What follows belongs to an exercise in optimizing a design on an open flow for small area; a production flow would make more cautious choices.
The RTL was checked by simulation tests, not by an equivalence proof against the original design.

==> flow/design.v (excerpt) <==
module fir (
    input        clk,
    input        rst_n,
    input        load_sw,
    input  [7:0] data_in,
    input  [7:0] coff_in,
    output [7:0] data_out
);
Size in the first run: roughly 1900 cells after synthesis, ~28000 um2 of cells after synthesis.
Settings: LEC_CHECK=0, ABC_AREA=1, CAP_MARGIN=20, CORE_MARGIN=2, CORE_UTILIZATION=40, CTS_CLUSTER_DIAMETER=100, CTS_CLUSTER_SIZE=16, GPL_TIMING_DRIVEN=0, SLEW_MARGIN=20, SYNTH_HIERARCHICAL=1; clock period 7.0 ns.
standard.sh (not shown) runs the stock make flow with config.mk's settings and CLKGATE_MAP_FILE= SYNTH_SCRIPT=/design/flow/synth_recipe.tcl, a recipe that flattens the netlist after the stock synthesis.
==> flow/flow/run.sh <==
#!/bin/bash
# Own layout flow: the standard flow (standard.sh) unchanged, except that
# synthesis maps the RTL helper modules onto single cells (cells_map.v):
# sel3 -> a222oi (y = ~(a1&b1 | a2&b2 | a3&b3)), hold -> mux2, dec -> nor2b/and2,
# which ABC does not find on its own.  Registers, their names and cell types are those
# of the standard synthesis.
set -euo pipefail
W=$(pwd)

# synthesis script: synth_recipe.tcl with one techmap step inserted right
# after ORFS's synthesis (while the hierarchy is still kept)
awk -v map="$W/flow/cells_map.v" -v top="$FLOW_TOP" '
  { print }
  /^source .*synth\.tcl/ { print "techmap -map " map " " top; n++ }
  END { if (n != 1) exit 1 }' synth_recipe.tcl > own_synth.tcl

# standard.sh with that synthesis script
sed "s#SYNTH_SCRIPT=[^ ]*synth_recipe.tcl#SYNTH_SCRIPT=$W/own_synth.tcl#" standard.sh > own_standard.sh
grep -q "SYNTH_SCRIPT=$W/own_synth.tcl" own_standard.sh

bash own_standard.sh synth > synth.log 2>&1
grep -q a222oi orfs/results/*/fir/base/1_2_yosys.v
# port buffers: the smallest buffer instead of ORFS's pick (clkdlybuf4s50_1)
bash own_standard.sh "BUFFER_PORTS_ARGS=-buffer_cell sky130_fd_sc_hd__buf_1" finish > layout.log 2>&1
test -s out/final.def
==> flow/flow/cells_map.v <==
// Map the RTL's small helper modules onto single sky130 cells.

// y = ~((a1 & b1) | (a2 & b2) | (a3 & b3))
(* techmap_celltype = "sel3" *)
module _sel3_to_a222oi (a1, b1, a2, b2, a3, b3, y);
  input a1, b1, a2, b2, a3, b3;
  output y;
  sky130_fd_sc_hd__a222oi_1 _TECHMAP_REPLACE_ (
    .A1(a1), .A2(b1), .B1(a2), .B2(b2), .C1(a3), .C2(b3), .Y(y));
endmodule

// d = l ? q : n
(* techmap_celltype = "hold" *)
module _hold_to_mux2 (l, q, n, d);
  input l, q, n;
  output d;
  sky130_fd_sc_hd__mux2_1 _TECHMAP_REPLACE_ (.A0(n), .A1(q), .S(l), .X(d));
endmodule

// sa = xa & ~xb, sb = ~xa & xb, sab = xa & xb
(* techmap_celltype = "dec" *)
module _dec_to_cells (xa, xb, sa, sb, sab);
  input xa, xb;
  output sa, sb, sab;
  sky130_fd_sc_hd__nor2b_1 a (.A(xb), .B_N(xa), .Y(sa));
  sky130_fd_sc_hd__nor2b_1 b (.A(xa), .B_N(xb), .Y(sb));
  sky130_fd_sc_hd__and2_1 ab (.A(xa), .B(xb), .X(sab));
endmodule
Next try:
- CTS_CLUSTER_DIAMETER: 100 -> unset
- CTS_CLUSTER_SIZE: 16 -> unset
Worst setup slack gets better by 0.096 ns.
Non-clock buffer count stays the same.
Flip-flop and latch count stays the same.
Next try:
- CTS_CLUSTER_DIAMETER: unset -> 100
- CTS_CLUSTER_SIZE: unset -> 28
Result: The new run produced a clean layout. Setup slack loses 0.15 ns. Final cell count falls by about 1.4%. Routed wire length came out lower by about 0.8%.
Next try:
--- a/flow/flow/run.sh
+++ b/flow/flow/run.sh
@@ -24 +24,4 @@
-bash own_standard.sh "BUFFER_PORTS_ARGS=-buffer_cell sky130_fd_sc_hd__buf_1" finish > layout.log 2>&1
+# clock tree: ORFS's own CTS arguments (sink clustering from CTS_CLUSTER_SIZE
+# and CTS_CLUSTER_DIAMETER in config.mk) without CTS's dummy balancing loads
+CTS="-sink_clustering_enable -repair_clock_nets -sink_clustering_size 26 -sink_clustering_max_diameter 100 -dont_use_dummy_load"
+bash own_standard.sh "BUFFER_PORTS_ARGS=-buffer_cell sky130_fd_sc_hd__buf_1" "CTS_ARGS=$CTS" finish > layout.log 2>&1
- CTS_CLUSTER_SIZE: 28 -> 26
Effect: The new run ran to the end with no violations. Wire length stays flat. Register-to-register slack is better by 0.05 ns. Final area came out lower by 0.70%.
Next try:
--- a/flow/flow/run.sh
+++ b/flow/flow/run.sh
@@ -26 +26 @@
-CTS="-sink_clustering_enable -repair_clock_nets -sink_clustering_size 26 -sink_clustering_max_diameter 100 -dont_use_dummy_load"
+CTS="-sink_clustering_enable -repair_clock_nets -sink_clustering_size 16 -sink_clustering_max_diameter 100 -dont_use_dummy_load"
- CTS_CLUSTER_SIZE: 26 -> 16
First-iteration DRC count came out higher by 3.4%.
Non-clock buffer count is unchanged.
Maximum frequency goes up by about 0.9%.
Via count is higher by 0.50%.
Worst setup slack gains 0.062 ns.
Hold slack gets better by 0.037 ns.
Final area went up by about 0.6%.
Flip-flop and latch count does not change.
Routed wire length goes up by about 0.4%.
Next try:
--- a/flow/flow/run.sh
+++ b/flow/flow/run.sh
@@ -24,4 +24 @@
-# clock tree: ORFS's own CTS arguments (sink clustering from CTS_CLUSTER_SIZE
-# and CTS_CLUSTER_DIAMETER in config.mk) without CTS's dummy balancing loads
-CTS="-sink_clustering_enable -repair_clock_nets -sink_clustering_size 16 -sink_clustering_max_diameter 100 -dont_use_dummy_load"
-bash own_standard.sh "BUFFER_PORTS_ARGS=-buffer_cell sky130_fd_sc_hd__buf_1" "CTS_ARGS=$CTS" finish > layout.log 2>&1
+bash own_standard.sh "BUFFER_PORTS_ARGS=-buffer_cell sky130_fd_sc_hd__buf_1" finish > layout.log 2>&1
- CTS_CLUSTER_SIZE: 16 -> 22
The new run ran to the end with no violations.
Synthesized cell count stays the same.
Setup slack gets worse by 0.035 ns.
Wire length barely changes.
Maximum frequency is lower by 0.52%.
Utilization came out higher by 0.14 points.

[afterwards: timing with drivers on the ports]
No port has a modelled driver above. Below, the same layouts with a new extraction and two added sets of constraints.
Step 1: set_driving_cell puts a clkbuf_16 on clk and a buf_2 on each other input, an assumption about the parent block.
Step 2 also shifts input and output timing later by t, the mid clock arrival at the registers, as if the neighbouring blocks saw the same clock.
Slacks: ideal / step 1 / step 2; pairs: ideal / step 1.
run | shift t [ns] | setup slack, ns | slew at the worst register clock pin (ns) | worst data-port slew with drivers (ns) | cell pins on the clock port's net
the first run | 0.675 | 0.285 / 0.285 / 0.285 | 0.08 / 0.08 | 0.03 | 1
the second run | 0.642 | 0.381 / 0.381 / 0.381 | 0.07 / 0.07 | 0.03 | 1
the third run | 0.639 | 0.228 / 0.228 / 0.228 | 0.11 / 0.11 | 0.03 | 1
the fourth run | 0.621 | 0.275 / 0.275 / 0.275 | 0.10 / 0.10 | 0.03 | 1
the fifth run | 0.657 | 0.337 / 0.337 / 0.337 | 0.08 / 0.08 | 0.03 | 1
the sixth run | 0.657 | 0.302 / 0.302 / 0.302 | 0.10 / 0.10 | 0.03 | 1
After both steps setup and hold are still met in every run listed.
